What follows belongs to an exercise in optimizing a design on an open flow for a short achievable clock period and few clock cycles; a production flow would make more cautious choices. Function was checked by simulation only, so behaviour that the tests miss may differ from the original.

// single_cycle_mips_32
module single_cycle_mips_32(clk, rst, imem_addr, imem_rdata, dmem_addr,
	dmem_wdata, dmem_we, dmem_rdata);
	input clk;
	input rst;
	output [31:0] imem_addr;
	input [31:0] imem_rdata;
	output [31:0] dmem_addr;
	output [31:0] dmem_wdata;
	output dmem_we;
	input [31:0] dmem_rdata;
	localparam R_TYPE 		= 6'b000000;
	localparam LOAD_WORD 	= 6'b100011;
	localparam STORE_WORD 	= 6'b101011;
	localparam BRANCH_EQ	= 6'b000100;
	localparam JUMP 		= 6'b000010;
	reg [31:0] pc_o;		 
	reg [31:0] pc_n;		 
	wire [31:0] pc = ~pc_n;
	reg x_valid;
	reg [31:0] x_target;		 
	reg [15:0] x_imm;
	reg [31:0] x_a;			 
	reg [31:0] x_b;			 
	reg x_fm_a, x_fm_b;		 
	reg x_lu_a, x_lu_b;		 
	reg [4:0] x_dst;
	reg x_wen;
	reg x_lw;
	reg x_sw;
	reg x_beq;				 
	reg x_sub;
	reg x_sel_sum, x_sel_slt, x_sel_and, x_sel_or, x_sel_nor;
	reg [31:0] m_res;
	reg [31:0] m_addr;
	reg [31:0] m_wdata;
	reg m_we;
	reg m_lw;
	reg [31:1] m_wd_oh;
	reg [4:0] m_dst;
	reg m_wen;
	assign imem_addr = pc_o;
	wire [31:0] fi = imem_rdata;
	wire [31:0] pc4 = pc + 32'd4;
	wire [5:0] f_op = fi[31:26];
	wire [4:0] f_rs = fi[25:21];
	wire [4:0] f_rt = fi[20:16];
	wire [4:0] f_rd = fi[15:11];
	wire [3:0] f_fn = fi[3:0];
  ...
Settings: LEC_CHECK=0, CAP_MARGIN=20, CELL_PAD_IN_SITES_DETAIL_PLACEMENT=1, CELL_PAD_IN_SITES_GLOBAL_PLACEMENT=2, CORE_MARGIN=2, CORE_UTILIZATION=40, SLEW_MARGIN=20, SYNTH_HIERARCHICAL=1; clock period 12.0 ns.
standard.sh (not shown) runs the stock make flow with config.mk's settings and CLKGATE_MAP_FILE= SYNTH_SCRIPT=/design/flow/synth_recipe.tcl, a recipe that flattens the netlist after the stock synthesis.
==> flow/flow/run.sh <==
#!/bin/bash
# Standard synthesis, except that full/half adders are not extracted (ABC maps
# the adders' gates for speed); then the standard layout, with strong port
# buffers and timing repair aiming for a larger setup margin than the 12 ns
# clock needs, so that the achieved period shrinks.
set -euo pipefail
bash standard.sh ADDER_MAP_FILE= synth > synth.log 2>&1
bash standard.sh SETUP_SLACK_MARGIN=${MARGIN:-8.8} \
  "BUFFER_PORTS_ARGS=-buffer_cell sky130_fd_sc_hd__buf_4" finish > layout.log 2>&1
Testbench counts at the start, summed over its fixed seeds: cycles 45,000.
Change:
--- a/flow/design.v
+++ b/flow/design.v
@@ -211,19 +211,21 @@
 	localparam R_TYPE 		= 6'b000000;
 	localparam LOAD_WORD 	= 6'b100011;
 	localparam STORE_WORD 	= 6'b101011;
 	localparam BRANCH_EQ	= 6'b000100;
 	localparam JUMP 		= 6'b000010;
 	reg [31:0] pc_o;		 
 	reg [31:0] pc_n;		 
 	wire [31:0] pc = ~pc_n;
 	reg x_valid;
-	reg [31:0] x_target;		 
+	reg [17:0] x_tlo;		 
+	reg x_tc;				 
+	reg [13:0] x_pc4hi;		 
 	reg [15:0] x_imm;
 	reg [31:0] x_a;			 
 	reg [31:0] x_b;			 
 	reg x_fm_a, x_fm_b;		 
 	reg x_lu_a, x_lu_b;		 
 	reg [4:0] x_dst;
 	reg x_wen;
 	reg x_lw;
 	reg x_sw;
@@ -290,24 +292,18 @@
 		.hi_m1(pc4_hi_m1), .q(f_thi));
 	wire [31:0] f_target = {f_thi, f_tlo[7:0], pc4[1:0]};
 	wire f_bnear = f_bsame & f_tnear;
 	wire f_bzc;
 	wire x_zero;
 	wire f_take = f_bnear | (f_bzc & x_zero);
 	wire [16:0] f_blo;
 	ks_add #(.W(16)) f_badd(.a(pc4[17:2]), .b(fi[15:0]), .cin(1'b0),
 		.sum(f_blo[15:0]), .cout(f_blo[16]));
-	wire [13:0] f_bhi;
-	wire [13:0] pc4_bhi_p1 = pc4[31:18] + 14'd1;
-	wire [13:0] pc4_bhi_m1 = pc4[31:18] - 14'd1;
-	near_hi #(.W(14)) f_bsel(.c(f_blo[16]), .s(fi[15]), .hi(pc4[31:18]),
-		.hi_p1(pc4_bhi_p1), .hi_m1(pc4_bhi_m1), .q(f_bhi));
-	wire [31:0] f_btarget = {f_bhi, f_blo[15:0], pc4[1:0]};
 	wire [31:0] rs_val = x_fm_a ? m_res : x_a;
 	wire [31:0] rt_val = x_fm_b ? m_res : x_b;
 	wire [31:0] x_sext;
 	sign_ext_16_32 x_sign_ext(
 		.d(x_imm),
 		.q(x_sext)
 		);
 	wire [31:0] alu_res;
 	alu alu(
@@ -332,18 +328,24 @@
 			x_wd_oh[k] = x_wen & (x_dst == k);
 	end
 	wire stall = x_valid & (x_lu_a | x_lu_b);
 	wire x_go = x_valid & ~(x_lu_a | x_lu_b);
 	wire x_eq;
 	zero32 x_eqz(.t(rs_val ^ rt_val), .z(x_eq));
 	assign f_bzc = f_beq & f_tnear & (f_rt == 5'd0) & hx_a & ~x_lw & x_sel_sum;
 	zero_res x_zr(.a(rs_val), .b(rt_val), .sub(x_sub), .z(x_zero));
 	wire x_taken = x_go & x_beq & x_eq;
+	wire [13:0] x_pc4hi_p1 = x_pc4hi + 14'd1;
+	wire [13:0] x_pc4hi_m1 = x_pc4hi - 14'd1;
+	wire [13:0] x_thi;
+	near_hi #(.W(14)) x_tsel(.c(x_tc), .s(x_imm[15]), .hi(x_pc4hi),
+		.hi_p1(x_pc4hi_p1), .hi_m1(x_pc4hi_m1), .q(x_thi));
+	wire [31:0] x_target = {x_thi, x_tlo};
 	wire x_bgo = x_go & x_beq;
 	wire [31:0] pc_jt = {pc4[31:28], fi[25:0], 2'b00};
 	wire [31:0] pc_next, pc_next_n;
 	genvar h;
 	generate
 		for (h = 0; h < 2; h = h + 1) begin : pk
 			pc_pick po(.bgo(x_bgo), .a(rs_val), .b(rt_val), .bzc(f_bzc), .sub(x_sub),
 				.xtarget(x_target[16*h+15:16*h]), .st(stall), .pc(pc[16*h+15:16*h]),
 				.bnear(f_bnear), .ft(f_target[16*h+15:16*h]), .j(f_j),
@@ -382,19 +384,21 @@
 			x_lu_b <= 1'b0;
 		end
 		else begin
 			x_a <= hm_a ? wd : rf_rd1;
 			x_b <= hm_b ? wd : rf_rd2;
 			x_fm_a <= hx_a & ~x_lw;
 			x_fm_b <= hx_b & ~x_lw;
 			x_lu_a <= hx_a & x_lw & f_use_rs;
 			x_lu_b <= hx_b & x_lw & f_use_rt;
-			x_target <= f_btarget;
+			x_tlo <= {f_blo[15:0], pc4[1:0]};
+			x_tc <= f_blo[16];
+			x_pc4hi <= pc4[31:18];
 			x_imm <= fi[15:0];
 			x_dst <= f_dst;
 			x_wen <= f_wen;
 			x_lw <= f_lw;
 			x_sw <= f_sw;
 			x_beq <= f_beq & ~f_take;
 			x_sub <= f_rtype & (fn_sub | fn_slt);
 			x_sel_sum <= f_rtype & (fn_add | fn_sub);
 			x_sel_slt <= f_rtype & fn_slt;
Result:
- The changed run completed without violations
- count of clock-buffer cells in the layout is lower by 28
- worst hold slack improved by 0.019 ns
- die area is about the same
- register-to-register slack got worse by 0.02 ns
- routed wire length is lower by 0.51%
- setup slack improved by 0.060 ns
- global-route usage is lower by 0.23 points
- sequential cell count is higher by 1
- sequential share of layout area is higher by 0.30 points
Testbench counts after the change, summed over its fixed seeds: cycles 45,000.

## what the ideal ports hide
No port has a modelled driver above. Below, the same layouts with a new extraction and two added sets of constraints. Step 1, drivers: a clkbuf_16 drives clk and a buf_2 each remaining input, both assumed. Step 2 moves the port delays by t, midway between the first and last clock arrival at a register: inputs arrive t later, outputs are due t later. That takes back most of the time a late clock gives input paths. Slacks: no drivers / after step 1 / after step 2; pairs: no drivers / after step 1.
run	shift t [ns]	slack for setup (ns)	hold WS [ns]	clock arrival spread, ns	worst data-port slew with drivers (ns)
the first run	0.914	8.121 / 8.035 / 7.120	0.468 / 0.468 / 0.468	0.072 / 0.073	0.49
the second run	0.901	8.181 / 8.010 / 7.108	0.487 / 0.487 / 0.487	0.055 / 0.055	0.50
After both steps setup and hold are still met in every run listed. For the second run, which loses most, drivers alone change the setup slack by -0.171 ns; drivers and shift together by -1.073 ns.
